Source: an optimization exercise on an open RTL-to-GDS flow (aim: small area). Production flows keep margins and buffers that such runs may drop. In this exercise RTL edits were held to simulation tests only and were not proved equivalent to the original. Power and IR drop assume default switching activity.

// axi_injector
module axi_injector (
  input          control_pclock,
  input          control_presetn,
  input          control_psel,
  input          control_penable,
  output         control_pready,
  input    [2:0] control_pprot,
  input   [31:0] control_paddr,
  input          control_pwrite,
  input   [31:0] control_pwdata,
  input    [7:0] control_pstrb,
  output  [31:0] control_prdata,
  output         control_pslverr,
  output  [23:0] data_awid,
  output  [47:0] data_awaddr,
  output   [7:0] data_awlen,
  output   [2:0] data_awsize,
  output   [1:0] data_awburst,
  output   [2:0] data_awprot,
  output   [3:0] data_awqos,
  output         data_awvalid,
  input          data_awready,
  output [255:0] data_wdata,
  output  [31:0] data_wstrb,
  output         data_wlast,
  output         data_wvalid,
  input          data_wready,
  input   [23:0] data_bid,
  input    [1:0] data_bresp,
  input          data_bvalid,
  output         data_bready,
  output  [23:0] data_arid,
  output  [47:0] data_araddr,
  output   [7:0] data_arlen,
  output   [2:0] data_arsize,
  output   [1:0] data_arburst,
  output   [2:0] data_arprot,
  output   [3:0] data_arqos,
  output         data_arvalid,
  input          data_arready,
  input   [23:0] data_rid,
  input  [255:0] data_rdata,
  input    [1:0] data_rresp,
  input          data_rlast,
  input          data_rvalid,
  output         data_rready
);
Size in the first run: about 4700 cells after synthesis, roughly 1200 flip-flops, ~910 I/O pins, about 55000 um2 of cells after synthesis.
==> flow/config.mk <==
export PLATFORM = sky130hd
export DESIGN_NAME = axi_injector
export DESIGN_NICKNAME = axi_injector
export VERILOG_FILES = /design/flow/design.v
export SDC_FILE = /design/flow/constraint.sdc
export NUM_CORES = 4
export LEC_CHECK = 0
export CAP_MARGIN = 20
export CORE_MARGIN = 2
export CORE_UTILIZATION = 45
export SLEW_MARGIN = 20
export SYNTH_HIERARCHICAL = 1
==> flow/constraint.sdc <==
create_clock -name core_clock -period 12.0 [get_ports {control_pclock}]
set_input_delay 2.4000 -clock core_clock [delete_from_list [all_inputs] [get_ports {control_pclock}]]
set_output_delay 2.4000 -clock core_clock [all_outputs]
set_load 0.01 [all_outputs]
standard.sh (not shown) runs the stock make flow with config.mk's settings and CLKGATE_MAP_FILE= SYNTH_SCRIPT=/design/flow/synth_recipe.tcl, a recipe that flattens the netlist after the stock synthesis.
==> flow/flow/run.sh <==
#!/bin/bash
# Own layout flow: the standard ORFS flow (same synthesis passes and
# registers, same floorplan, power grid, tap cells, placement, CTS and
# routing), with these changes:
#  - ABC maps the top module with an area-oriented script
#    (flow/abc_area.script) and the arithmetic module with ORFS's own script,
#  - port buffers are buf_1 cells,
#  - CTS inserts no dummy loads and uses larger sink clusters,
#  - pass-through buffers from synthesis are buf_1 cells.
# Every tool writes its full output to a log in this folder (make_*.log) or
# under orfs/logs/.
set -euo pipefail
W=$(pwd)

sed -e "s#^\([[:space:]]*\)log_cmd abc {\*}\$abc_args#\1log_cmd abc {*}\$abc_args injector_arith\n\1lset abc_args 1 $W/flow/abc_area.script\n\1log_cmd abc {*}\$abc_args axi_injector#" \
  "$FLOW_HOME/scripts/synth.tcl" > "$W/own_synth_body.tcl"
grep -q "lset abc_args 1" "$W/own_synth_body.tcl"
sed -e "s#source \$::env(SCRIPTS_DIR)/synth.tcl#source $W/own_synth_body.tcl#" \
  "$W/synth_recipe.tcl" > "$W/own_synth.tcl"
grep -q "own_synth_body" "$W/own_synth.tcl"

export BUFFER_PORTS_ARGS="-buffer_cell sky130_fd_sc_hd__buf_1"
export CTS_ARGS="-sink_clustering_enable -repair_clock_nets -dont_use_dummy_load -buf_list sky130_fd_sc_hd__clkbuf_16 -sink_clustering_size 24 -sink_clustering_max_diameter 100"

make -C "$FLOW_HOME" DESIGN_CONFIG="$W/config.mk" WORK_HOME="$W/orfs" CLKGATE_MAP_FILE= \
  SYNTH_SCRIPT="$W/own_synth.tcl" \
  "MIN_BUF_CELL_AND_PORTS=sky130_fd_sc_hd__buf_1 A X" finish > "$W/make_finish.log" 2>&1

R="$W/orfs/results/$FLOW_PLATFORM/axi_injector/base"
: # left out here: write the final layout as DEF
test -s "$W/out/final.def"
==> flow/flow/abc_area.script <==
strash
dc2
&get -n
&deepsyn -J 10 -T 300
&put
strash
&get -n
&dch -f
&nf -R 1000
&put
strash
&get -n
&dch -f
&nf -R 1000
&put
strash
&get -n
&dch -f
&nf -R 1000
&put
strash
&get -n
&dch -f
&nf -R 1000
&put
strash
&get -n
&dch -f
&nf -R 1000
&put
Rerun with:
--- a/flow/flow/run.sh
+++ b/flow/flow/run.sh
@@ -22,3 +22,3 @@
 export BUFFER_PORTS_ARGS="-buffer_cell sky130_fd_sc_hd__buf_1"
-export CTS_ARGS="-sink_clustering_enable -repair_clock_nets -dont_use_dummy_load -buf_list sky130_fd_sc_hd__clkbuf_16 -sink_clustering_size 24 -sink_clustering_max_diameter 100"
+export CTS_ARGS="-sink_clustering_enable -repair_clock_nets -dont_use_dummy_load -buf_list sky130_fd_sc_hd__clkbuf_16 -sink_clustering_size 20 -sink_clustering_max_diameter 100"
 
Total power climbs by a few percent. Routed wire length barely changes. Worst setup slack improves by 32 ps.

---

axi_injector, a different RTL version from the one above (not shown whole).
For scale: about 5300 cells after synthesis, about 1200 flip-flops, roughly 910 I/O pins, roughly 58000 µm² of cells after synthesis.
export LEC_CHECK = 0
export CAP_MARGIN = 20
export CORE_MARGIN = 2
export CORE_UTILIZATION = 45
export CTS_BUF_LIST = sky130_fd_sc_hd__clkbuf_16
export CTS_CLUSTER_DIAMETER = 100
export CTS_CLUSTER_SIZE = 24
export SLEW_MARGIN = 20
create_clock -name core_clock -period 12.0 [get_ports {control_pclock}]
run.sh (not shown) runs the stock make flow with config.mk's settings and CLKGATE_MAP_FILE= SYNTH_SCRIPT=/design/flow/synth_recipe.tcl, a recipe that flattens the netlist after the stock synthesis.
Stock flow here: none of the scripts above is used.
Then changed:
==> flow/flow/run.sh (new file) <==
#!/bin/bash
# Own layout flow: the standard ORFS flow, synthesis included (the standard flow's
# synth_recipe.tcl, unchanged), with these changes after synthesis:
#  - port buffers are buf_1 cells,
#  - CTS inserts no dummy loads and uses larger sink clusters,
#  - pass-through buffers from synthesis are buf_1 cells.
# Every tool writes its full output to a log in this folder (make_*.log) or
# under orfs/logs/.
set -euo pipefail
W=$(pwd)

export BUFFER_PORTS_ARGS="-buffer_cell sky130_fd_sc_hd__buf_1"
export CTS_ARGS="-sink_clustering_enable -repair_clock_nets -dont_use_dummy_load -buf_list sky130_fd_sc_hd__clkbuf_16 -sink_clustering_size 20 -sink_clustering_max_diameter 100"

make -C "$FLOW_HOME" DESIGN_CONFIG="$W/config.mk" WORK_HOME="$W/orfs" CLKGATE_MAP_FILE= \
  SYNTH_SCRIPT="$W/synth_recipe.tcl" \
  "MIN_BUF_CELL_AND_PORTS=sky130_fd_sc_hd__buf_1 A X" finish > "$W/make_finish.log" 2>&1

R="$W/orfs/results/$FLOW_PLATFORM/axi_injector/base"
: # left out here: write the final layout as DEF
test -s "$W/out/final.def"
==> flow/standard.sh (new file) <==
#!/bin/bash
# synth_recipe.tcl (not shown) runs the flow's synth.tcl, then flattens the netlist and writes it again
# the make line also repeats each setting of config.mk as NAME=value (left out here)
make -C /OpenROAD-flow-scripts/flow DESIGN_CONFIG=/design/flow/config.mk WORK_HOME=/design/flow/orfs CLKGATE_MAP_FILE= SYNTH_SCRIPT=/design/flow/synth_recipe.tcl "${@:-finish}"
- CTS_BUF_LIST: sky130_fd_sc_hd__clkbuf_16 -> unset
- CTS_CLUSTER_DIAMETER: 100 -> unset
- CTS_CLUSTER_SIZE: 24 -> unset
removed: flow/run.sh
The changed run ran to the end with no violations.
Worst hold slack is worse by 0.0036 ns.
Area after synthesis shrinks slightly.
Clock-buffer cell count grows by 10.
Routed wire length shrinks by a few percent.
Die area shrinks slightly.

[re-timing with driven ports]
Ports are ideal in the flow. The routed layouts listed here were re-timed in OpenROAD. Step 1: set_driving_cell puts a clkbuf_16 on control_pclock and a buf_2 on each other input, an assumption about the parent block. Step 2 adds t to the input delays and takes it off the output delays; t is the mean of the earliest and latest rising clock arrival at the registers after step 1. Input paths then give back, and output paths get back, about the clock's delay inside the block. Three values: no drivers, after step 1, after step 2; two values: the first two.
run	t, ns	slack for setup (ns)	latest minus earliest clock arrival (ns)	slew at the worst register clock pin (ns)	pins driven straight from the clock port
the first run of note 1	0.798	2.484 / 2.438 / 2.438	0.050 / 0.051	0.11 / 0.11	1
the second run of note 1	0.740	2.516 / 2.470 / 2.470	0.063 / 0.063	0.09 / 0.09	1
the first run of note 2	0.826	1.425 / 1.404 / 1.404	0.035 / 0.035	0.12 / 0.12	1
the second run of note 2	0.758	1.801 / 1.771 / 1.771	0.082 / 0.081	0.10 / 0.10	1
After both steps setup and hold are still met in every run listed.
